What follows belongs to an exercise in optimizing a design on an open flow for small area and a short achievable clock period; a production flow would make more cautious choices. At most, simulation tests tie the RTL to the original design; equivalence was not proved. No activity file was given, so power comes from the tool's default toggle rates.

Setup of yarrow:
// sync_fifo
module sync_fifo #(
    parameter WIDTH = 32,
    parameter DEPTH = 8
)(
    input wire clk,
    input wire rst,
    input wire wr_en,
    input wire rd_en,
    input wire [WIDTH-1:0] din,
    output reg [WIDTH-1:0] dout,
    output reg full,
    output reg empty
);
==> flow/config.mk <==
export PLATFORM = sky130hd
export DESIGN_NAME = sync_fifo
export DESIGN_NICKNAME = sync_fifo
export VERILOG_FILES = /design/flow/design.v
export SDC_FILE = /design/flow/constraint.sdc
export NUM_CORES = 4
export LEC_CHECK = 0
export CAP_MARGIN = 20
export CORE_MARGIN = 2
export CORE_UTILIZATION = 40
export SETUP_SLACK_MARGIN = 1.4
export SLEW_MARGIN = 20
export SYNTH_HIERARCHICAL = 1
==> flow/constraint.sdc <==
create_clock -name core_clock -period 3.0 [get_ports {clk}]
set_input_delay 0.6000 -clock core_clock [delete_from_list [all_inputs] [get_ports {clk}]]
set_output_delay 0.6000 -clock core_clock [all_outputs]
set_load 0.01 [all_outputs]
standard.sh (not shown) runs the stock make flow with config.mk's settings and CLKGATE_MAP_FILE= SYNTH_SCRIPT=/design/flow/synth_recipe.tcl, a recipe that flattens the netlist after the stock synthesis.
==> flow/flow/run.sh <==
#!/bin/bash
# Own layout flow: the standard ORFS flow (standard synthesis unchanged),
# with the port buffers made as buf_2 cells instead of the default delay
# buffers, and clock tree synthesis without dummy loads.
set -euo pipefail
cd "$(dirname "$0")/.."
bash standard.sh \
  "BUFFER_PORTS_ARGS=-buffer_cell sky130_fd_sc_hd__buf_2" \
  "CTS_ARGS=-sink_clustering_enable -repair_clock_nets -dont_use_dummy_load -sink_clustering_size 30 -sink_clustering_max_diameter 150" \
  finish > make_finish.log 2>&1
What sierra does differently from yarrow at the input level:
Settings: changing SETUP_SLACK_MARGIN from 1.4 to 1.2.
==> comparison <==
- | wire length | sierra vs yarrow | better |
- Looking only at met3 demand-to-capacity share in global routing, and setting everything else aside, the higher value of yarrow and sierra goes to yarrow.
- Min finished layout cell area across yarrow and sierra: sierra
- Share of total power in the clock network was lower in the run labelled yarrow.
- The higher data required time at the worst endpoint of yarrow and sierra is in sierra.
- yarrow -> sierra: die area delta 0, exact match
--- input diff sierra..cedar ---
Settings: clearing SETUP_SLACK_MARGIN, which used to be 1.2.
[summary]
Critical path depth in cedar is 1 above sierra. cedar reports its end point of the critical path as mem[6][8]$_DFFE_PP_ while sierra reports mem[3][24]$_DFFE_PP_. [compare] base=sierra new=cedar: global placer's final weighted congestion increased by 0.039 relative to the old numbers; core utilization of the finished layout now sits lower.

---

Setup of alpha:
Another version of the RTL of sync_fifo (not shown whole).
==> flow/config.mk <==
export PLATFORM = sky130hd
export DESIGN_NAME = sync_fifo
export DESIGN_NICKNAME = sync_fifo
export VERILOG_FILES = /design/flow/design.v
export SDC_FILE = /design/flow/constraint.sdc
export NUM_CORES = 4
export LEC_CHECK = 0
export CAP_MARGIN = 20
export CORE_MARGIN = 2
export CORE_UTILIZATION = 40
export SLEW_MARGIN = 20
export SYNTH_HIERARCHICAL = 1
==> flow/constraint.sdc <==
create_clock -name core_clock -period 3.0 [get_ports {clk}]
set_input_delay 0.6000 -clock core_clock [delete_from_list [all_inputs] [get_ports {clk}]]
set_output_delay 0.6000 -clock core_clock [all_outputs]
set_load 0.01 [all_outputs]
==> flow/flow/run.sh <==
#!/bin/bash
# Own layout flow: the standard ORFS flow (standard synthesis unchanged),
# with the port buffers made as buf_2 cells instead of the default delay
# buffers, and clock tree synthesis without dummy loads.
set -euo pipefail
cd "$(dirname "$0")/.."
bash standard.sh \
  "BUFFER_PORTS_ARGS=-buffer_cell sky130_fd_sc_hd__buf_2" \
  "CTS_ARGS=-sink_clustering_enable -repair_clock_nets -dont_use_dummy_load" \
  finish > make_finish.log 2>&1
alpha finished every step from synthesis to the final layout, and the layout passed the timing, design-rule and antenna checks.
Here is what was changed in the inputs of beta compared with alpha.
--- a/flow/flow/run.sh
+++ b/flow/flow/run.sh
@@ -7,4 +7,4 @@
 bash standard.sh \
   "BUFFER_PORTS_ARGS=-buffer_cell sky130_fd_sc_hd__buf_2" \
-  "CTS_ARGS=-sink_clustering_enable -repair_clock_nets -dont_use_dummy_load" \
+  "CTS_ARGS=-sink_clustering_enable -repair_clock_nets -dont_use_dummy_load -sink_clustering_size 30 -sink_clustering_max_diameter 150" \
   finish > make_finish.log 2>&1
## What came out
Fraction of power consumed by the clock network, beta and alpha: lower on beta
beta against alpha; routed wire length is down slightly.
From beta to alpha, non-clock buffer count did not move at all.
Reported for beta and alpha, number of gates resized after cts turned out identical to the last digit.
Compared with alpha, beta shows a total of fill cells in the finished design that is 51 higher.
In the metrics for beta and alpha, the one carrying the higher layout overhead on the synthesized area is alpha.
beta: all stages complete, timing, DRC and antenna checks passed
Having completed the whole flow, alpha delivered a layout that passed the timing, design-rule and antenna checks.
Function was not checked in any run of this note: the RTL went through the layout flow alone.

## static timing again, ports no longer ideal
In the flow no input, the clock included, has a driving cell. The finished layouts below were timed again as built, in two steps. Step 1, drivers: a clkbuf_16 drives clk and a buf_2 each remaining input, both assumed. Step 2 moves the port delays by t, midway between the first and last clock arrival at a register: inputs arrive t later, outputs are due t later. That takes back most of the time a late clock gives input paths. a / b / c = no drivers / after step 1 / after step 2; a / b = the first two.
run | t, ns | setup slack, ns | worst register clock-pin slew, ns
yarrow | 0.506 | 1.258 / 1.212 / 1.032 | 0.11 / 0.11
sierra | 0.497 | 1.267 / 1.221 / 0.989 | 0.11 / 0.11
cedar | 0.500 | 0.820 / 0.820 / 0.745 | 0.11 / 0.11
alpha | 0.579 | 0.906 / 0.906 / 0.730 | 0.06 / 0.06
beta | 0.525 | 0.866 / 0.866 / 0.745 | 0.11 / 0.11
After both steps every run listed still meets setup and hold. For sierra, which loses most, drivers alone change the setup slack by -0.046 ns; drivers and shift together by -0.278 ns.
